Context: an optimization exercise on an open-source flow, tuned for small area. The choices shown serve that exercise and are no tape-out recipe.
At most, simulation tests tie the RTL to the original design; equivalence was not proved.
For runs 2 and 3, only the layout was checked, not whether the RTL still works.

### config.mk
export PLATFORM = sky130hd
export DESIGN_NAME = Top
export DESIGN_NICKNAME = Top
export VERILOG_FILES = /design/flow/design.v
export SDC_FILE = /design/flow/constraint.sdc
export NUM_CORES = 8
export LEC_CHECK = 0
export CAP_MARGIN = 20
export CORE_MARGIN = 2
export CORE_UTILIZATION = 35
export PLACE_DENSITY_LB_ADDON = 0.2
export SLEW_MARGIN = 20
### constraint.sdc
create_clock -name core_clock -period 10.0 [get_ports {clk}]
set_input_delay 2.0000 -clock core_clock [delete_from_list [all_inputs] [get_ports {clk}]]
set_output_delay 2.0000 -clock core_clock [all_outputs]
set_load 0.01 [all_outputs]
### design.v
module pe (input clk, trigger, rst,
       input 		       rsel_i, csel_i,  
       input               vga_rsel, vga_csel,  
       input [3-1:0]    cmd,
       output [1-1:0] status_out,  
       input [1-1:0]  state_in,
       output reg [1-1:0] state_out,  
       output reg [1-1:0] vga_out,
       output 		       active,  
       input [1-1:0]  w_i, e_i, n_i, s_i,  
       input [1-1:0]  nw_i, ne_i, sw_i, se_i,     
       output reg written  
       );
   logic sel_i, vga_sel, nwritten;
   assign sel_i = rsel_i & csel_i;
   assign vga_sel = vga_rsel & vga_csel;
   logic [1-1:0] 	      state, nstate, nstate_out, nvga_out;
    function [1-1:0] status_from_state;
        input [1-1:0] state;
        status_from_state = state;   
    endfunction  
    assign              status_out = status_from_state(state);
   logic [3*1:0] 			 neighbor_count;
   assign neighbor_count = w_i + n_i + e_i + s_i
      + nw_i + ne_i + sw_i + se_i;
    always_ff @(posedge clk)
        if (rst) begin 
            state <= 1'b0;
            state_out <= 1'b0;
            vga_out <= 1'b0;
            written <= 0;
        end
        else begin 
            state <= nstate;
            state_out <= nstate_out;
            vga_out <= nvga_out;
            written <= nwritten;
        end
    always_comb begin
        if(vga_sel)
            nvga_out = state;
        else
            nvga_out = 0;
       nstate_out = 0;
       nstate = state;
       nwritten = 0;
       case (cmd)
            3'd0: begin
                    nstate = state;   
                end
            3'd1: begin
                    if (!trigger) nstate = state;  
                    else if (neighbor_count < 2) nstate = 1'b0;
                    else if (neighbor_count == 2) nstate = state;
                    else if (neighbor_count == 3) nstate = 1'b1;
                    else nstate = 1'b0;
                end
            3'd3:
                if (sel_i) begin
                    nstate = state_in;
                    nwritten = 1;
                end
                else begin
                    nstate = state;
                    nwritten = 0;
                end
            3'd2:
                if(sel_i) begin
                    nstate_out = state;
                end
            default: begin
                nstate = state;
                nstate_out = 0;
            end
        endcase  
   end  
   assign active = nstate != state;
endmodule  
module pe_array ( input                       clk,
          input trigger,
 		  input [3-1:0]    cmd,
		  input [1-1:0]  state_in,
		  output logic [1-1:0] state_out,
		  output logic [1-1:0] vga_out,
		  output logic		      active,
		  output logic            written,
		  input [5-1:0]      adr_x_i,
		  input [5-1:0]      adr_y_i,
          input [5-1:0]      adr_x_vga,
          input [5-1:0]      adr_y_vga
		  );
   assign reset = (cmd == 3'd4);
   genvar i, j;
   logic [32+2-1:0][32+2-1:0][1-1:0] status_a;   
   logic [32-1:0][32-1:0] active_a;
   logic [32-1:0][32-1:0][1-1:0] state_out_a; 
   logic [32-1:0][32-1:0][1-1:0] vga_out_a; 
   logic [32-1:0][32-1:0] written_a; 
    logic [32-1:0] 		csel_i;
    logic [32-1:0] 		rsel_i;
    logic [32-1:0] 		csel_vga;
    logic [32-1:0] 		rsel_vga;
    generate
        for (i=0; i<32; i=i+1) begin
            assign csel_i[i] = (adr_x_i == i);
            assign csel_vga[i] = (adr_x_vga == i);
        end
    endgenerate
    generate
        for (i=0; i<32; i=i+1) begin
            assign rsel_i[i] = (adr_y_i == i);
            assign rsel_vga[i] = (adr_y_vga == i);
        end
    endgenerate
    generate
        for (i=1; i<32+1; i=i+1)  
	    begin: col
	        for (j=1; j<32+1; j=j+1)  
	        begin : row
		    pe PE_INST (
		                .clk(clk),
		                .trigger(trigger),
		                .rst(reset),
		                .rsel_i(rsel_i[(j-1)]),
		                .csel_i(csel_i[(i-1)]),
                        .vga_rsel(rsel_vga[(j-1)]),
                        .vga_csel(csel_vga[(i-1)]),
                        .cmd(cmd),
		      	        .status_out(status_a[(i)][(j)]),
		      	        .state_in(state_in),
		                .state_out(state_out_a[(i-1)][(j-1)]),
		      	        .active(active_a[(i-1)][(j-1)]),
		      	        .vga_out(vga_out_a[(i-1)][(j-1)]),
		      	        .w_i(status_a[i-1][j]),
		      	        .n_i(status_a[i][j-1]),
		      	        .e_i(status_a[i+1][j]),
		      	        .s_i(status_a[i][j+1]),
		      	        .nw_i(status_a[i-1][j-1]),
		      	        .ne_i(status_a[i+1][j-1]),
		      	        .se_i(status_a[i+1][j+1]),
		      	        .sw_i(status_a[i-1][j+1]),
		      	        .written(written_a[i-1][j-1])
	                    );
		  end
	    end
    endgenerate
    generate
        for (i=0; i<32+2; i=i+1) begin
            assign status_a[i][0] = 1'b0;    
	        assign status_a[i][32+1] = 1'b0;   
        end
    endgenerate
    generate
        for (j=1; j<32+2; j=j+1) begin
	       assign status_a[0][j] = 1'b0;    
	       assign status_a[32+1][j] = 1'b0;   
        end
    endgenerate
    always_comb
        begin
	       integer i, j;
	       active = 0;
	       state_out = 0;
	       written = 0;
	       for (i=0; i<32; i=i+1) begin
	           for (j=0; j<32; j=j+1) begin
	               active = active | active_a[i][j];
	               state_out = state_out | state_out_a[i][j];
	               written = written | written_a[i][j];
	           end
	       end
        end
     always_comb
         begin
            integer i, j;
            vga_out = 0;
            for (i=0; i<32; i=i+1) begin
                for (j=0; j<32; j=j+1) begin
                    vga_out = vga_out | vga_out_a[i][j];
                end
            end
         end
endmodule  
`timescale 1ns / 1ps
module Timer(
    input clk,
    input rst,
    output reg trigger
    );
    parameter COUNT_MAX = 1000;
    reg [31:0] count;
    always @(posedge clk) begin
      if (rst) begin
        count <= 0;
        trigger <= 0;
      end
      else begin
        count <= count + 1;
        if (count == COUNT_MAX) begin
            trigger <= 1;
            count <= 0;
        end
        else trigger <= 0;
      end
   end
endmodule
`timescale 1ns / 1ps
module VESADriver(
		  input clk,
		  input rst,
		  output reg Hsyncb,
		  output reg Vsyncb,
		  output [10:0] x,
		  output reg [10:0] y
		  );
   parameter 		 HLEN             = 11'd1280;
   parameter 		 HFRONT_PORCH_LEN = 11'd48;
   parameter 		 HSYNC_WIDTH      = 11'd112;
   parameter 		 HBACK_PORCH_LEN  = 11'd248;
   parameter 		 HTOTAL           = 11'd1688;
   parameter 		 VHEIGHT          = 11'd1024;
   parameter  		 VFRONT_PORCH_LEN = 11'd1;
   parameter 		 VSYNC_LEN        = 11'd3; 
   parameter 		 VBACK_PORCH_LEN  = 11'd38;
   parameter 		 VTOTAL           = 11'd1066;
   reg [10:0] 		 xinternal;
   assign 		 x = xinternal;
   assign 		 Hsync = ~((xinternal > HLEN + HFRONT_PORCH_LEN)
				   && (xinternal < HLEN + HFRONT_PORCH_LEN + HSYNC_WIDTH));
   assign 		 Vsync = ~((y > VHEIGHT + VFRONT_PORCH_LEN)
				   && (y < VHEIGHT + VFRONT_PORCH_LEN + VSYNC_LEN));
   assign 		 frame = (xinternal == HTOTAL-1 && y == VTOTAL-1);
   always @(posedge clk) begin
    if (rst) begin
      Hsyncb <= 1'b1;
      Vsyncb <= 1'b1;
      xinternal <= 0;
      y <= 0;
    end
    else begin
      Hsyncb <= Hsync;
      Vsyncb <= Vsync;
      if (xinternal == HTOTAL-1 && y != VTOTAL-1) begin
			 xinternal <= 0;
			 y <= y+1;
      end
      else xinternal<= xinternal+1;
      if (xinternal == HTOTAL-1 &&y == VTOTAL-1) begin
			 y <= 0;
			 xinternal <= 0;
      end
    end
   end
endmodule
`timescale 1ns / 1ps
module Display(
    input [10:0] x,
    input [10:0] y,
    input [1-1:0] state,
    output [11:0] rgb,
    output [5-1:0] x_array,
    output [5-1:0] y_array
    );
    logic [11:0] color;
    assign out_of_range = x[10] == 1'b1 || y[10] == 1'b1;
    assign rgb = ~out_of_range ? color : 0;
    assign x_array = x[9:9-5+1];
    assign y_array = y[9:9-5+1];
    always_comb begin
        case(state)
        1'b1:
            color = 12'hFFF;
        1'b0:
            color = 12'h000;
        default:
            color = 12'h000;
        endcase
    end
endmodule
`timescale 1ns / 1ps
module Top(
    input clk,
    input rst,
    input [5-1:0] adr_x,
    input [5-1:0] adr_y,
    input [3-1:0] opcode,
    input [1-1:0] vali,
    output [1-1:0] valo,
    output [3:0] red,
    output [3:0] green,
    output [3:0] blue,
    output Hsync, Vsync, written
    );
    logic [1:0] cmd;
    wire [10:0] x,y;
    wire [5-1:0] vga_x;
    wire [5-1:0] vga_y;
    wire [1-1:0] vga_out;
    Timer #(.COUNT_MAX(7)) timer (.clk(clk),.rst(rst),.trigger(trigger));
    pe_array ARRAY (.clk(clk),
                    .trigger(trigger),
                    .cmd(opcode),
                    .adr_x_i(adr_x),
                    .adr_y_i(adr_y),
                    .adr_x_vga(vga_x),
                    .adr_y_vga(vga_y),
                    .state_in(vali),
                    .active(active),
                    .state_out(valo),
                    .vga_out(vga_out),
                    .written(written)
                    );
    VESADriver vga_driver (.clk(clk),
                           .rst(rst),
                           .Hsyncb(Hsync),
                           .Vsyncb(Vsync),
                           .x(x),
                           .y(y)
                           );
    Display display (.x(x),
                     .y(y),
                     .state(vga_out),
                     .rgb({red,green,blue}),
                     .x_array(vga_x),
                     .y_array(vga_y)
                     );
endmodule
### run.sh
#!/bin/bash
# synth_recipe.tcl (not shown) runs the flow's synth.tcl, then flattens the netlist and writes it again
# the make line also repeats each setting of config.mk as NAME=value (left out here)
make -C /OpenROAD-flow-scripts/flow DESIGN_CONFIG=/design/flow/config.mk WORK_HOME=/design/flow/orfs CLKGATE_MAP_FILE= SYNTH_SCRIPT=/design/flow/synth_recipe.tcl finish
==> results of run 1 <==
## state kept, by name, indices dropped and copies added (netlist names)
| name | count |
|---|---|
| vga_driver.y | 11 |
| ARRAY.col.row.PE_INST.written | 1024 |
| timer.count | 32 |
| ARRAY.col.row.PE_INST.state | 1024 |
| vga_driver.xinternal | 11 |
| ARRAY.col.row.PE_INST.vga_out | 1024 |
| timer.trigger | 1 |
| ARRAY.col.row.PE_INST.state_out | 1024 |
| vga_driver.Vsyncb | 1 |
| vga_driver.Hsyncb | 1 |
## worst min-delay path, stage by stage (launching register included)
cell	delay (ns)
dfxtp_1	0.32
nand2_1	0.06
nor3_1	0.03
## layout by cell type (no fill, tap or decap), types with 70 or more instances in the layout
cell | netlist | final
a311oi_1 | 915 | 915
inv_1 | 6684 | 6684
nand3_1 | 338 | 338
a21oi_1 | 453 | 453
nor2_1 | 3970 | 3868
a41oi_1 | 106 | 106
nand2_1 | 2097 | 2089
nor2_4 | 0 | 70
nand2b_1 | 341 | 340
fa_1 | 3844 | 3844
nand4_1 | 215 | 215
dfxtp_1 | 4153 | 4152
clkbuf_8 | 0 | 77
and3_1 | 1144 | 1143
diode_2 | 0 | 217
nand3b_1 | 125 | 125
nor4_1 | 833 | 803
ha_1 | 2945 | 2945
nor3_1 | 189 | 168
buf_4 | 13 | 305
clkbuf_16 | 0 | 477
o21ai_0 | 239 | 238
a221o_1 | 892 | 892
mux2i_1 | 576 | 576
a211oi_1 | 1597 | 1597
clkinv_2 | 0 | 77
## worst paths after layout
path | end | slack, ns | from | cells after the start
setup reg to reg | ARRAY.col[30].row[13].PE_INST.state | 5.74 | ARRAY.col[31].row[14].PE_INST.state | 14
hold reg to reg | ARRAY.col[32].row[32].PE_INST.state_out | 0.45 | ARRAY.col[32].row[32].PE_INST.state | 2
setup / recovery | written | 1.96 | ARRAY.col[2].row[2].PE_INST.written | 6
hold / removal | ARRAY.col[32].row[32].PE_INST.state_out | 0.45 | ARRAY.col[32].row[32].PE_INST.state | 2
## final cells by class
cell class                 count  area share [%]
multi-input combinational  21000            57.7
sequential                  4153            24.3
inverter                    6684            7.34
tap                        11800            4.32
clock buffer                 609            3.86
clock inverter               292            1.18
timing repair buffer         396            1.10
antenna                      217           0.159
## cell families after synthesis
family	after synthesis
adders and majority gates	6789
xor gates and xnor gates	41
AOI/OAI and AO/OA	4231
buffers and inverters	8051
and+or+nand+nor	9345
muxes	579
DFF	4153
## per-stage QoR
| stage | setup WS [ns] | std cells |
|---|---|---|
| 3_3_place_gp | 1.06 | 44000 |
| 3_5_place_dp | 3.06 | 44000 |
| 5_1_grt | 2.01 | 45000 |
| 6_report | 1.96 | 45100 |
| 2_1_floorplan | 6.28 | 33200 |
| 4_1_cts | 1.87 | 44900 |
## metal layers
metal	global-route usage [%]	vias to the layer above	part of all wire [%]
li1	-	109000	-
met5	0	-	0.014
met3	3.96	1942	7.6
met4	10.2	22	4.3
met1	34.0	125000	42
met2	41.9	9375	46
==> impl_metrics.env, run 1 <==
export IMPL_ys_warn_count=12
export IMPL_layout_min_cycle_time_ns=8.04
export IMPL_synth_area_sq_mm=0.310
export IMPL_place_congestion=0.864
export IMPL_grt_antenna_before_repair=139
export IMPL_synth_compound_area_share_pct=10.8
export IMPL_antenna_left=0
export IMPL_slowest_delay_ns=1.18
export IMPL_timing_hold_ws_ns=0.452
export IMPL_placed_area_sq_mm=0.324
export IMPL_clock_path_buffers=4
export IMPL_rsz0062_at_grt="no"
export IMPL_crit_buf_inv=1
export IMPL_synth_xor_area_share_pct=0.116
export IMPL_portBuffers=31
export IMPL_synth_top_area_share_pct=26.8
export IMPL_path_delay_family="simple AND/OR/NAND/NOR gates"
export IMPL_cts_buffers=477
export IMPL_relSlewSlack_pct=13.8
export IMPL_fill_cells=87500
export IMPL_cts_hold_buf=0
export IMPL_drive_above_1_share_pct=4.25
export IMPL_synth_cell_types=54
export IMPL_ys_seq_area_share_pct=26.8
export IMPL_ios=32
export IMPL_crit_top_cell="nand4_1"
export IMPL_h_tree_depth=5
export IMPL_grt_first_pass_wirelength_um=1710000
export IMPL_syn_inst=33200
export IMPL_cts_resized=0
export IMPL_cp_max_fo=8
export IMPL_start_util_pct=35.1
export IMPL_wl_per_cell_um=25.7
export IMPL_status="no timing/DRC/antenna violations"
export IMPL_synthFlopType="dfxtp_1"
export IMPL_clock_sinks=4153
export IMPL_final_nets=39500
export IMPL_synthAdderAreaFrac_pct=36.7
export IMPL_worst_hold_path_type="register to register"
export IMPL_worstPathRequired_ns=8.00
export IMPL_setup_violations=0
export IMPL_final_setup_tns_ns=0
export IMPL_drt_initial_drc_count=20300
export IMPL_ys_top_cells_by_area="dfxtp_1 (27%), fa_1 (25%), ha_1 (12%), inv_1 (8.1%), nor2_1 (4.8%)"
export IMPL_drt_pass1_iterations=6
export IMPL_postCtsSetupBuffers=0
export IMPL_groute_usage_overall_pct=25.6
export IMPL_design_core_area_sq_mm=0.883
export IMPL_post_route_util_pct=38.7
export IMPL_synthMuxAreaShare_pct=1.87
export IMPL_cp_end_kind="output port"
export IMPL_cpMaxStageDelayCell="or4_1"
export IMPL_finalHoldViolations=0
export IMPL_drv_cap=0
export IMPL_grt_max_degree=147
export IMPL_area_delta_synth_final_pct=10.3
export IMPL_synth_commonest_cells="inv_1 (6684), dfxtp_1 (4153), nor2_1 (3970)"
export IMPL_synth_most_common_cell="inv_1"
export IMPL_finalCritPeriodShare_pct=80.4
export IMPL_cp_start_kind="register"
export IMPL_die_h_um=945
export IMPL_worstMarginPinSlew_ns=1.29
export IMPL_design_area_sq_mm=0.342
export IMPL_drc_errors=0
export IMPL_seqCellArea_sq_mm=0.0831
export IMPL_synth_top_cell_by_area="dfxtp_1"
export IMPL_fin_skew_ns=0.0805
export IMPL_crit_type="register to output port"
export IMPL_crit_chain="nor4_1 -> nand4_1 -> nor4_2 -> nand4_1 -> or4_1 -> clkdlybuf4s50_1"
export IMPL_clk_pin_slew_ns=0.06
export IMPL_crit_arrival_ns=6.04
export IMPL_slew_violations=0
export IMPL_max_freq_mhz=124
export IMPL_die_area_sq_mm=0.894
export IMPL_async_reset_ff_share_pct=0
export IMPL_synthSimpleGateAreaFrac_pct=13.8
export IMPL_grt_pass1_vias=249000
export IMPL_routed_wl_um=1160000
export IMPL_cts_root_buffer="clkbuf_16"
export IMPL_synth_seq_cells=4153
export IMPL_clk_latency_ns=1.16
export IMPL_avgSynthCellArea_sq_um=9.34
export IMPL_synth_top_family_by_area="adder cells"
export IMPL_multi_input_area_sq_mm=0.197
export IMPL_cts_tree="done"
export IMPL_vias=246000
export IMPL_num_rows=345
export IMPL_grt_remaining_overflow=0
export IMPL_synth_edf_count=0
export IMPL_fp_dieW_um=945
export IMPL_vias_per_cell=5.45
export IMPL_place_hpwl_um=836000
==> inputs of run 2 (changes only) <==
==> design.v (replaced) <==
module Top(
    input clk,
    input rst,
    input [4:0] adr_x,
    input [4:0] adr_y,
    input [2:0] opcode,
    input [0:0] vali,
    output reg [0:0] valo,
    output [3:0] red,
    output [3:0] green,
    output [3:0] blue,
    output reg Hsync,
    output reg Vsync,
    output reg written
    );
    wire op_proc  = (opcode == 3'd1);
    wire op_read  = (opcode == 3'd2);
    wire op_write = (opcode == 3'd3);
    wire op_reset = (opcode == 3'd4);
    reg [2:0] cnt;
    reg trig;
    always @(posedge clk)
        if (rst) begin
            cnt <= 3'd0;
            trig <= 1'b0;
        end else begin
            cnt <= cnt + 3'd1;
            trig <= (cnt == 3'd7);
        end
    reg [10:0] x, y;
    always @(posedge clk)
        if (rst) begin
            x <= 11'd0;
            y <= 11'd0;
            Hsync <= 1'b1;
            Vsync <= 1'b1;
        end else begin
            Hsync <= ~((x > 11'd1328) && (x < 11'd1440));
            Vsync <= ~((y > 11'd1025) && (y < 11'd1028));
            if (x == 11'd1687) begin
                x <= 11'd0;
                y <= (y == 11'd1065) ? 11'd0 : y + 11'd1;
            end else
                x <= x + 11'd1;
        end
    wire gen = op_proc & trig;
    wire keep_all = ~gen & ~op_reset;
    wire [31:0] wset_c, keep_c, keep_r, row_r;
    genvar i, j;
    generate
        for (i = 0; i < 32; i = i + 1) begin : dec
            wire colh = op_write & (adr_x == i);
            assign wset_c[i] = colh & vali;
            assign keep_c[i] = keep_all & ~(colh & ~vali);
            assign row_r[i]  = (adr_y == i);
            assign keep_r[i] = keep_all & ~row_r[i];
        end
    endgenerate
    reg  [31:0] s [0:31];
    reg  [31:0] nxt [0:15];
    wire [31:0] life [0:15];         
    wire [31:0] d [0:31];
    wire [31:0] halo;                
    generate
        for (i = 0; i < 32; i = i + 1) begin : col
            for (j = 0; j < 32; j = j + 1) begin : row
                if (i < 16)
                    upd_a ua (.g(gen), .t(nxt[i][j]), .wc(wset_c[i]), .row(row_r[j]),
                              .kc(keep_c[i]), .kr(keep_r[j]), .s(s[i][j]), .d(d[i][j]));
                else
                    upd_a ub (.g(gen), .t(life[31-i][j]), .wc(wset_c[i]), .row(row_r[j]),
                              .kc(keep_c[i]), .kr(keep_r[j]), .s(s[i][j]), .d(d[i][j]));
            end
            always @(posedge clk)
                s[i] <= d[i];
        end
        for (j = 0; j < 32; j = j + 1) begin : hl
            upd_b uh (.gl(1'b0), .wc(wset_c[16]), .row(row_r[j]),
                      .kc(keep_c[16]), .kr(keep_r[j]), .s(s[16][j]), .d(halo[j]));
        end
    endgenerate
    wire [31:0] u [0:16];
    generate
        for (i = 0; i < 17; i = i + 1) begin : um
            for (j = 0; j < 32; j = j + 1) begin : r
                if (i < 16)
                    mux2 m (.s(trig), .a(d[i][j]), .b(s[31-i][j]), .y(u[i][j]));
                else
                    mux2 m (.s(trig), .a(halo[j]), .b(s[15][j]), .y(u[i][j]));
            end
        end
    endgenerate
    wire [31:0] v0 [0:17];
    wire [31:0] v1 [0:17];
    assign v0[0] = 32'd0;
    assign v1[0] = 32'd0;
    generate
        for (i = 0; i < 17; i = i + 1) begin : vs
            ha2 vt (.a(u[i][0]), .b(u[i][1]), .s(v0[i+1][0]), .co(v1[i+1][0]));
            for (j = 1; j < 31; j = j + 1) begin : r
                fa3 vf (.a(u[i][j-1]), .b(u[i][j]), .c(u[i][j+1]), .s(v0[i+1][j]), .co(v1[i+1][j]));
            end
            ha2 vb (.a(u[i][30]), .b(u[i][31]), .s(v0[i+1][31]), .co(v1[i+1][31]));
        end
    endgenerate
    generate
        for (i = 0; i < 16; i = i + 1) begin : lc
            for (j = 0; j < 32; j = j + 1) begin : lr
                wire up = (j > 0) ? u[i][j-1] : 1'b0;
                wire dn = (j < 31) ? u[i][j+1] : 1'b0;
                wire p0, p1, n0, q, d0, d1;
                if (i == 0) begin : e
                    ha2 f1 (.a(v0[i+2][j]), .b(up), .s(p0), .co(p1));
                    ha2 f2 (.a(p0), .b(dn), .s(n0), .co(q));
                    ha2 f3 (.a(v1[i+2][j]), .b(p1), .s(d0), .co(d1));
                end else begin : m
                    fa3 f1 (.a(v0[i][j]), .b(v0[i+2][j]), .c(up), .s(p0), .co(p1));
                    ha2 f2 (.a(p0), .b(dn), .s(n0), .co(q));
                    fa3 f3 (.a(v1[i][j]), .b(v1[i+2][j]), .c(p1), .s(d0), .co(d1));
                end
                lfin lf (.d0(d0), .d1(d1), .q(q), .n0(n0), .me(u[i][j]), .life(life[i][j]));
                always @(posedge clk)
                    nxt[i][j] <= life[i][j];
            end
        end
    endgenerate
    wire [1023:0] sflat;
    generate
        for (i = 0; i < 32; i = i + 1) begin : fl
            assign sflat[32*i+31:32*i] = s[i];
        end
    endgenerate
    wire rd;
    mux1k rmux (.c(sflat), .x(adr_x), .y(adr_y), .q(rd));
    always @(posedge clk) begin
        valo <= op_read & rd;
        written <= op_write;
    end
    wire pv;
    reg p;
    mux1k vmux (.c(sflat), .x(x[9:5]), .y(y[9:5]), .q(pv));
    always @(posedge clk)
        p <= ~op_reset & pv;
    wire vis = p & ~x[10] & ~y[10];
    assign red = {4{vis}};
    assign green = {4{vis}};
    assign blue = {4{vis}};
endmodule
module fa3(input a, b, c, output s, co);
    assign s = a ^ b ^ c;
    assign co = (a & b) | (a & c) | (b & c);
endmodule
module ha2(input a, b, output s, co);
    assign s = a ^ b;
    assign co = a & b;
endmodule
module mux2(input s, a, b, output y);
    assign y = s ? b : a;
endmodule
module mux4(input [1:0] s, input [3:0] a, output y);
    assign y = a[s];
endmodule
module lfin(input d0, d1, q, n0, me, output life);
    assign life = ~d1 & (d0 ^ q) & (n0 | me);
endmodule
module upd_a(input g, t, wc, row, kc, kr, s, output d);
    assign d = (g & t) | (wc & row) | (s & (kc | kr));
endmodule
module upd_b(input gl, wc, row, kc, kr, s, output d);
    assign d = gl | (wc & row) | (s & (kc | kr));
endmodule
module mux1k(input [1023:0] c, input [4:0] x, input [4:0] y, output q);
    wire [255:0] l1;
    wire [63:0] l2;
    wire [15:0] l3;
    wire [3:0] l4;
    genvar i, k;
    generate
        for (i = 0; i < 32; i = i + 1) begin : cl
            for (k = 0; k < 8; k = k + 1) begin : a
                mux4 m (.s(y[1:0]), .a(c[32*i+4*k+3:32*i+4*k]), .y(l1[8*i+k]));
            end
            for (k = 0; k < 2; k = k + 1) begin : b
                mux4 m (.s(y[3:2]), .a(l1[8*i+4*k+3:8*i+4*k]), .y(l2[2*i+k]));
            end
        end
        for (i = 0; i < 16; i = i + 1) begin : c3
            mux4 m (.s({x[0], y[4]}), .a(l2[4*i+3:4*i]), .y(l3[i]));
        end
        for (i = 0; i < 4; i = i + 1) begin : c4
            mux4 m (.s(x[2:1]), .a(l3[4*i+3:4*i]), .y(l4[i]));
        end
    endgenerate
    mux4 m5 (.s(x[4:3]), .a(l4), .y(q));
endmodule
--- a/config.mk
+++ b/config.mk
@@ -10,3 +10,5 @@
 export CORE_UTILIZATION = 35
 export PLACE_DENSITY_LB_ADDON = 0.2
 export SLEW_MARGIN = 20
+export SYNTH_HIERARCHICAL = 1
+export SYNTH_MINIMUM_KEEP_SIZE = 0
==> impl_metrics.env, run 2 <==
export IMPL_synth_top_family_by_area="adder cells"
export IMPL_vias_per_cell=6.12
export IMPL_layout_min_cycle_time_ns=6.89
export IMPL_crit_arrival_ns=7.71
export IMPL_ys_warn_count=11
export IMPL_top_register="s"
export IMPL_grt_remaining_overflow=0
export IMPL_crit_chain="clkdlybuf4s50_1 -> nor2_1 -> nand2_1 -> nor2_4 -> buf_4 -> a21oi_1 -> nand2_1 -> mux2_4 -> fa_1 -> fa_1 -> fa_1 -> o22ai_1 -> a211oi_1 -> a22oi_1 -> nand2_1"
export IMPL_h_tree_depth=4
export IMPL_ios=32
export IMPL_synthFlopType="dfxtp_1"
export IMPL_worstMarginPinSlew_ns=1.20
export IMPL_ys_top_cells_by_area="dfxtp_1 (27%), fa_1 (25%), mux4_2 (13%), mux2_4 (6.9%), ha_1 (6.5%)"
export IMPL_syn_inst=9405
export IMPL_slew_violations=0
export IMPL_fill_cells=31600
export IMPL_timing_hold_ws_ns=0.417
export IMPL_synthMuxAreaShare_pct=20.0
export IMPL_synth_seq_cells=1567
export IMPL_portBuffers=31
export IMPL_synth_top_cell_by_area="dfxtp_1"
export IMPL_cp_end_kind="register"
export IMPL_drt_initial_drc_count=8129
export IMPL_grt_pass1_vias=93800
export IMPL_most_common_layout_cells="dfxtp_1 (1561), fa_1 (1469), nand2_1 (1076), o21ai_0 (1027), a22oi_1 (1024)"
export IMPL_path_delay_family="simple AND/OR/NAND/NOR gates"
export IMPL_cts_hold_buf=0
export IMPL_relSlewSlack_pct=20.1
export IMPL_largestRegisters="s: 1024 flops, nxt: 512 flops"
export IMPL_synth_area_sq_mm=0.118
export IMPL_grt_max_degree=137
export IMPL_routed_wl_um=412000
export IMPL_final_nets=12000
export IMPL_clock_sinks=1567
export IMPL_die_h_um=584
export IMPL_synth_commonest_cells="dfxtp_1 (1567), fa_1 (1470), nand2_1 (1076)"
export IMPL_fin_skew_ns=0.0365
export IMPL_cts_resized=0
export IMPL_fp_dieW_um=584
export IMPL_cp_start_kind="input pin"
export IMPL_grt_first_pass_wirelength_um=619000
export IMPL_grt_antenna_before_repair=40
export IMPL_cts_buffers=197
export IMPL_area_delta_synth_final_pct=13.0
export IMPL_num_rows=213
export IMPL_avgSynthCellArea_sq_um=12.5
export IMPL_rr_endpoint="s[29][4]"
export IMPL_synth_edf_count=0
export IMPL_vias=88900
export IMPL_finalHoldViolations=0
export IMPL_clk_latency_ns=0.88
export IMPL_status="no timing/DRC/antenna violations"
export IMPL_groute_usage_overall_pct=24.1
export IMPL_clk_pin_slew_ns=0.06
export IMPL_ys_seq_area_share_pct=26.6
export IMPL_synth_xor_area_share_pct=0.0891
export IMPL_max_freq_mhz=145
export IMPL_synth_compound_area_share_pct=17.4
export IMPL_drv_cap=0
export IMPL_antenna_left=0
export IMPL_synthAdderAreaFrac_pct=31.5
export IMPL_layout_commonest_cell="dfxtp_1"
export IMPL_drt_pass1_iterations=6
export IMPL_reg2reg_setup_slack_ns=3.63
export IMPL_critical_path_endpoint="s[16][26]"
export IMPL_cpMaxStageDelayCell="clkdlybuf4s50_1"
export IMPL_synth_cell_types=48
export IMPL_place_hpwl_um=318000
export IMPL_worst_hold_path_type="register to register"
export IMPL_cts_tree="done"
export IMPL_die_area_sq_mm=0.342
export IMPL_multi_input_area_sq_mm=0.0872
export IMPL_path_depth=15
export IMPL_worstPathRequired_ns=10.82
export IMPL_wl_per_cell_um=28.4
export IMPL_layout_setup_ws_ns=3.11
export IMPL_cp_max_fo=33
export IMPL_drive_above_1_share_pct=18.9
export IMPL_final_setup_tns_ns=0
export IMPL_cts_root_buffer="clkbuf_16"
export IMPL_postCtsSetupBuffers=0
export IMPL_r2r_worst_path_cells=16
export IMPL_crit_buf_inv=2
export IMPL_drc_errors=0
export IMPL_async_reset_ff_share_pct=0
export IMPL_place_congestion=0.930
export IMPL_seqCellArea_sq_mm=0.0314
export IMPL_place_ws_ns=2.38
export IMPL_synth_most_common_cell="dfxtp_1"
export IMPL_rsz0062_at_grt="no"
export IMPL_design_core_area_sq_mm=0.336
export IMPL_r2r_start="trig"
export IMPL_synthSimpleGateAreaFrac_pct=4.33
export IMPL_slowest_delay_ns=0.95
export IMPL_finalCritPeriodShare_pct=68.9
export IMPL_critPathLaunch="adr_x[2]"
export IMPL_start_util_pct=35.1
export IMPL_largest_register_ffs=1024
export IMPL_clock_path_buffers=4
export IMPL_synth_top_area_share_pct=26.6
export IMPL_setup_violations=0
export IMPL_crit_type="input pin to register"
run 2: changes by cell type after synthesis, moves of 1021 or more:
cell      before   now
ha_1        2945   616
a211oi_1    1597   512
a22oi_1        0  1024
fa_1        3844  1470
clkbuf_1    1041    16
dfxtp_1     4153  1567
nand2_1     2097  1076
and3_1      1144     4
nor2_1      3970   127
inv_1       6684     6
run 2: kinds of logic after synthesis:
| group | after synthesis |
|---|---|
| AND/OR/NAND/NOR | 1286 |
| XOR/XNOR | 12 |
| multiplexers | 1226 |
| buffers and inverters | 39 |
| flip-flops | 1567 |
| other | 1 |
| AO/OA/AOI/OAI | 3188 |
| adder cells (fa/ha/maj) | 2086 |
run 2: how the worst min path moves through the flow:
stage | startpoint | end | cells after the start
after floorplan | cnt[0] | cnt[0] | 1
after global routing | cnt[0] | cnt[0] | 1
after detailed placement | cnt[0] | cnt[0] | 1
final | cnt[0] | cnt[0] | 1
after global placement | cnt[0] | cnt[0] | 1
after CTS | cnt[0] | cnt[0] | 1
run 2: layout make-up:
| class | instances | area share, % |
|---|---|---|
| well taps | 4515 | 4.24 |
| repair buffers | 237 | 1.63 |
| clock buffers | 280 | 4.34 |
| clock inverters | 61 | 0.717 |
| multi-input cells | 7862 | 65.5 |
| inverters | 6 | 0.0169 |
| flip-flops and latches | 1567 | 23.6 |
| diodes | 4 | 0.00751 |
run 2: Yosys stat by module, one instance, submodules excluded, excerpt:
module,flops+latches,times used,cell area (sq um),cells inside
upd_a,0,1024,16.3,3
fa3,0,1470,20.0,1
lfin,0,512,13.8,2
ha2,0,610,12.5,1
mux4,0,682,22.5,1
Top,1567,1,33200,1907
upd_b,0,32,13.8,3
mux2,0,544,15.0,1
run 2: per-stage QoR:
stage,instance area (sq um),std cells,util [%]
4_1_cts,133000,14500,39.6
5_1_grt,133000,14500,39.6
2_1_floorplan,118000,9468,-
6_report,133000,14500,39.6
3_3_place_gp,126000,14200,37.6
3_5_place_dp,126000,14200,37.6
run 2: per-layer routing:
| metal | GRT usage [%] | wire length, um | vias to the layer above |
|---|---|---|---|
| li1 | - | - | 38200 |
| met1 | 32.2 | 169000 | 46600 |
| met2 | 40.0 | 199000 | 3410 |
| met3 | 3.47 | 30000 | 691 |
| met4 | 8.03 | 14700 | 4 |
| met5 | 0 | 27 | - |
==> inputs of run 3 (changes only) <==
--- a/design.v
+++ b/design.v
@@ -75,7 +75,7 @@
                 s[i] <= d[i];
         end
         for (j = 0; j < 32; j = j + 1) begin : hl
-            upd_b uh (.gl(1'b0), .wc(wset_c[16]), .row(row_r[j]),
+            upd_h uh (.wc(wset_c[16]), .row(row_r[j]),
                       .kc(keep_c[16]), .kr(keep_r[j]), .s(s[16][j]), .d(halo[j]));
         end
     endgenerate
@@ -92,8 +92,6 @@
     endgenerate
     wire [31:0] v0 [0:17];
     wire [31:0] v1 [0:17];
-    assign v0[0] = 32'd0;
-    assign v1[0] = 32'd0;
     generate
         for (i = 0; i < 17; i = i + 1) begin : vs
             ha2 vt (.a(u[i][0]), .b(u[i][1]), .s(v0[i+1][0]), .co(v1[i+1][0]));
@@ -106,19 +104,35 @@
     generate
         for (i = 0; i < 16; i = i + 1) begin : lc
             for (j = 0; j < 32; j = j + 1) begin : lr
-                wire up = (j > 0) ? u[i][j-1] : 1'b0;
-                wire dn = (j < 31) ? u[i][j+1] : 1'b0;
                 wire p0, p1, n0, q, d0, d1;
-                if (i == 0) begin : e
-                    ha2 f1 (.a(v0[i+2][j]), .b(up), .s(p0), .co(p1));
-                    ha2 f2 (.a(p0), .b(dn), .s(n0), .co(q));
+                if (i == 0 && j == 0) begin : p_a
+                    assign p0 = v0[i+2][j];
+                end else if (i == 0) begin : p_b
+                    ha2 f1 (.a(v0[i+2][j]), .b(u[i][j-1]), .s(p0), .co(p1));
+                end else if (j == 0) begin : p_c
+                    ha2 f1 (.a(v0[i][j]), .b(v0[i+2][j]), .s(p0), .co(p1));
+                end else begin : p_d
+                    fa3 f1 (.a(v0[i][j]), .b(v0[i+2][j]), .c(u[i][j-1]), .s(p0), .co(p1));
+                end
+                if (j < 31) begin : n_a
+                    ha2 f2 (.a(p0), .b(u[i][j+1]), .s(n0), .co(q));
+                end else begin : n_b
+                    assign n0 = p0;
+                end
+                if (i == 0 && j == 0) begin : d_a
+                    assign d0 = v1[i+2][j];
+                end else if (i == 0) begin : d_b
                     ha2 f3 (.a(v1[i+2][j]), .b(p1), .s(d0), .co(d1));
-                end else begin : m
-                    fa3 f1 (.a(v0[i][j]), .b(v0[i+2][j]), .c(up), .s(p0), .co(p1));
-                    ha2 f2 (.a(p0), .b(dn), .s(n0), .co(q));
+                end else begin : d_c
                     fa3 f3 (.a(v1[i][j]), .b(v1[i+2][j]), .c(p1), .s(d0), .co(d1));
                 end
-                lfin lf (.d0(d0), .d1(d1), .q(q), .n0(n0), .me(u[i][j]), .life(life[i][j]));
+                if (i == 0 && j == 0) begin : f_a
+                    lfin_d q0 (.d0(d0), .q(q), .n0(n0), .me(u[i][j]), .life(life[i][j]));
+                end else if (j == 31) begin : f_b
+                    lfin_q lf (.d0(d0), .d1(d1), .n0(n0), .me(u[i][j]), .life(life[i][j]));
+                end else begin : f_c
+                    lfin lf (.d0(d0), .d1(d1), .q(q), .n0(n0), .me(u[i][j]), .life(life[i][j]));
+                end
                 always @(posedge clk)
                     nxt[i][j] <= life[i][j];
             end
@@ -166,8 +180,14 @@
 module upd_a(input g, t, wc, row, kc, kr, s, output d);
     assign d = (g & t) | (wc & row) | (s & (kc | kr));
 endmodule
-module upd_b(input gl, wc, row, kc, kr, s, output d);
-    assign d = gl | (wc & row) | (s & (kc | kr));
+module upd_h(input wc, row, kc, kr, s, output d);
+    assign d = (wc & row) | (s & (kc | kr));
+endmodule
+module lfin_d(input d0, q, n0, me, output life);
+    assign life = (d0 ^ q) & (n0 | me);
+endmodule
+module lfin_q(input d0, d1, n0, me, output life);
+    assign life = ~d1 & d0 & (n0 | me);
 endmodule
 module mux1k(input [1023:0] c, input [4:0] x, input [4:0] y, output q);
     wire [255:0] l1;
--- a/config.mk
+++ b/config.mk
@@ -7,7 +7,8 @@
 export LEC_CHECK = 0
 export CAP_MARGIN = 20
 export CORE_MARGIN = 2
-export CORE_UTILIZATION = 35
+export CORE_UTILIZATION = 50
+export CTS_BUF_LIST = sky130_fd_sc_hd__clkbuf_4 sky130_fd_sc_hd__clkbuf_8
 export PLACE_DENSITY_LB_ADDON = 0.2
 export SLEW_MARGIN = 20
 export SYNTH_HIERARCHICAL = 1
==> impl_metrics.env, run 3 <==
export IMPL_clock_path_buffers=4
export IMPL_place_hpwl_um=298000
export IMPL_post_route_util_pct=55.6
export IMPL_h_tree_depth=5
export IMPL_drive_above_1_share_pct=20.9
export IMPL_met2_length_um=191000
export IMPL_place_ws_ns=2.35
export IMPL_synthFlopType="dfxtp_1"
export IMPL_reg2reg_setup_slack_ns=3.91
export IMPL_portBuffers=31
export IMPL_drt_met1_wl_um=145000
export IMPL_cts_buffers=306
export IMPL_worstPathRequired_ns=10.97
export IMPL_syn_inst=9386
export IMPL_fp_dieW_um=489
export IMPL_layout_min_cycle_time_ns=6.72
export IMPL_final_setup_tns_ns=0
export IMPL_drv_cap=0
export IMPL_cp_end_kind="register"
export IMPL_rsz0062_at_grt="no"
export IMPL_async_reset_ff_share_pct=0
export IMPL_relSlewSlack_pct=19.9
export IMPL_top_register="s"
export IMPL_grt_pass1_vias=94900
export IMPL_avgSynthCellArea_sq_um=12.5
export IMPL_grt_remaining_overflow=0
export IMPL_worst_hold_path_type="register to register"
export IMPL_dr_wl_met3_um=36300
export IMPL_antenna_left=0
export IMPL_r2r_start="trig"
export IMPL_dr_max_layer_used="met5"
export IMPL_cts_tree="done"
export IMPL_groute_usage_overall_pct=32.9
export IMPL_postCtsSetupBuffers=0
export IMPL_design_core_area_sq_mm=0.235
export IMPL_place_congestion=0.931
export IMPL_crit_arrival_ns=7.69
export IMPL_vias_per_cell=6.82
export IMPL_timing_hold_ws_ns=0.429
export IMPL_vias=90400
export IMPL_clk_pin_slew_ns=0.06
export IMPL_largest_register_ffs=1024
export IMPL_fin_skew_ns=0.0509
export IMPL_grt_antenna_before_repair=27
export IMPL_slew_violations=0
export IMPL_synth_cell_types=48
export IMPL_area_delta_synth_final_pct=11.0
export IMPL_grt_first_pass_wirelength_um=593000
export IMPL_clock_sinks=1567
export IMPL_rr_endpoint="s[16][21]"
export IMPL_r2r_worst_path_cells=11
export IMPL_layout_setup_ws_ns=3.28
export IMPL_cts_root_buffer="clkbuf_8"
export IMPL_ys_top_cells_by_area="dfxtp_1 (27%), fa_1 (25%), mux4_2 (13%), mux2_4 (6.9%), a22oi_1 (6.5%)"
export IMPL_dp_cells=12700
export IMPL_synth_commonest_cells="dfxtp_1 (1567), fa_1 (1455), nand2_1 (1108)"
export IMPL_critical_path_endpoint="s[24][24]"
export IMPL_finalHoldViolations=0
export IMPL_finalCritPeriodShare_pct=67.2
export IMPL_final_nets=12000
export IMPL_num_rows=178
export IMPL_crit_type="input pin to register"
export IMPL_critPathLaunch="opcode[1]"
export IMPL_routed_wl_um=391000
export IMPL_ys_warn_count=11
export IMPL_drt_pass1_iterations=8
export IMPL_synth_top_cell_by_area="dfxtp_1"
export IMPL_cp_max_fo=17
export IMPL_most_common_layout_cells="dfxtp_1 (1561), fa_1 (1454), nand2_1 (1108), o21ai_0 (1027), a22oi_1 (1024)"
export IMPL_worstMarginPinSlew_ns=1.20
export IMPL_layout_commonest_cell="dfxtp_1"
export IMPL_final_cells=13200
export IMPL_cp_start_kind="input pin"
export IMPL_grt_max_degree=146
export IMPL_max_freq_mhz=149
export IMPL_setup_violations=0
export IMPL_drt_initial_drc_count=9641
export IMPL_cts_hold_buf=0
export IMPL_synth_edf_count=0
export IMPL_status="no timing/DRC/antenna violations"
export IMPL_drc_errors=0
export IMPL_synth_area_sq_mm=0.118
export IMPL_ios=32
export IMPL_synth_most_common_cell="dfxtp_1"
export IMPL_synth_seq_cells=1567
export IMPL_ys_seq_area_share_pct=26.7
export IMPL_synth_top_area_share_pct=26.7
export IMPL_cts_resized=0
export IMPL_largestRegisters="s: 1024 flops, nxt: 512 flops"
export IMPL_wl_per_cell_um=29.5
export IMPL_clk_latency_ns=1.07
export IMPL_die_area_sq_mm=0.239
export IMPL_die_h_um=489
export IMPL_start_util_pct=50.1
## run 3: cell count changes after synthesis, sizes merged
cell and change:
a21oi -31, o22ai -16, conb -1, a211oi -17
nor3b +16, ha -3, fa -15, nor2 +16
nand2 +32
## run 3: critical path: stages
cell and delay, ns:
clkdlybuf4s50_1 0.63, nand3b_1 0.47, inv_1 0.24, nand3b_1 0.10
buf_4 0.26, nor2_2 0.94, buf_4 0.42, a22oi_1 0.11
nand2_1 0.13, mux2_4 0.23, fa_1 0.54, fa_1 0.44
fa_1 0.52, o22ai_1 0.08, a211oi_1 0.28, a22oi_1 0.16
nand2_1 0.10
## run 3: area by class of cell
cell class / instances / area, sq um
Fill cell: 19300 / 104000
Multi-Input combinational cell: 7780 / 86700
Sequential cell: 1567 / 31400
Clock buffer: 496 / 6160
Tap cell: 3150 / 3940
Timing Repair Buffer: 227 / 2200
Clock inverter: 18 / 92.6
Inverter: 6 / 22.5
Antenna cell: 5 / 12.5
## run 3: worst min-delay path by stage
| stage | slack (ns) | end | from | cells after the start |
|---|---|---|---|---|
| after CTS | 0.44 | cnt[0] | cnt[0] | 1 |
| after global routing | 0.46 | cnt[0] | cnt[0] | 1 |
| after detailed placement | 0.43 | cnt[0] | cnt[0] | 1 |
| after global placement | 0.41 | cnt[0] | cnt[0] | 1 |
| after floorplan | 0.40 | cnt[0] | cnt[0] | 1 |
| final | 0.43 | cnt[0] | cnt[0] | 1 |
## run 3: stage by stage
step / cell area, sq um
floorplan: 118000
global placement: 124000
detailed placement: 124000
CTS: 130000
global route: 130000
finish: 130000
## run 3: Yosys stat by module (local to each module, per instance), a selection
module | cell area, sq um | copies in the design | cells inside | flops+latches
mux4 | 22.5 | 682 | 1 | 0
mux2 | 15.0 | 544 | 1 | 0
ha2 | 12.5 | 607 | 1 | 0
upd_a | 16.3 | 1024 | 3 | 0
lfin_q | 16.3 | 16 | 2 | 0
lfin_d | 11.3 | 1 | 2 | 0
fa3 | 20.0 | 1455 | 1 | 0
Top | 33200 | 1 | 1906 | 1567
upd_h | 12.5 | 32 | 3 | 0
## run 3: metal layers
layer / GRT usage [%] / vias to the layer above
li1: - / 38300
met1: 42.1 / 46600
met2: 54.5 / 4439
met3: 6.04 / 1021
met4: 14.8 / 6
met5: 0 / -
## run 3: cells by family after synthesis
kind of cell	after synthesis	share of synthesized area [%]
AOI/OAI and AO/OA	3124	17.1
xor gates and xnor gates	12	0.0894
adders and majority gates	2068	31.3
buffers and inverters	39	0.181
DFF	1567	26.7
muxes	1226	20.0
and+or+nand+nor	1350	4.67

port drivers added, routing unchanged:
In the flow no input, the clock included, has a driving cell. The finished layouts below were timed again as built, in two steps. Step 1 (the two cells are an assumption about what drives the block):
set clk [get_ports {clk}]
set_driving_cell -lib_cell sky130_fd_sc_hd__clkbuf_16 $clk
set_driving_cell -lib_cell sky130_fd_sc_hd__buf_2 [delete_from_list [all_inputs] $clk]
Step 2 adds t to the input delays and takes it off the output delays; t is the mean of the earliest and latest rising clock arrival at the registers after step 1. Input paths then give back, and output paths get back, about the clock's delay inside the block. a / b / c = ideal ports / drivers / drivers and shift; a / b = the first two.
run | shift t [ns] | slack for setup (ns) | slew at the worst register clock pin (ns) | cell pins on the clock port's net
run 1 | 1.258 | 1.959 / 1.810 / 3.068 | 0.07 / 0.07 | 1
run 2 | 0.963 | 3.113 / 3.193 / 2.230 | 0.07 / 0.07 | 1
run 3 | 1.119 | 3.283 / 3.331 / 2.212 | 0.07 / 0.07 | 1
After both steps setup and hold are still met in every run listed. For run 3, which loses most, drivers alone change the setup slack by +0.048 ns; drivers and shift together by -1.071 ns.
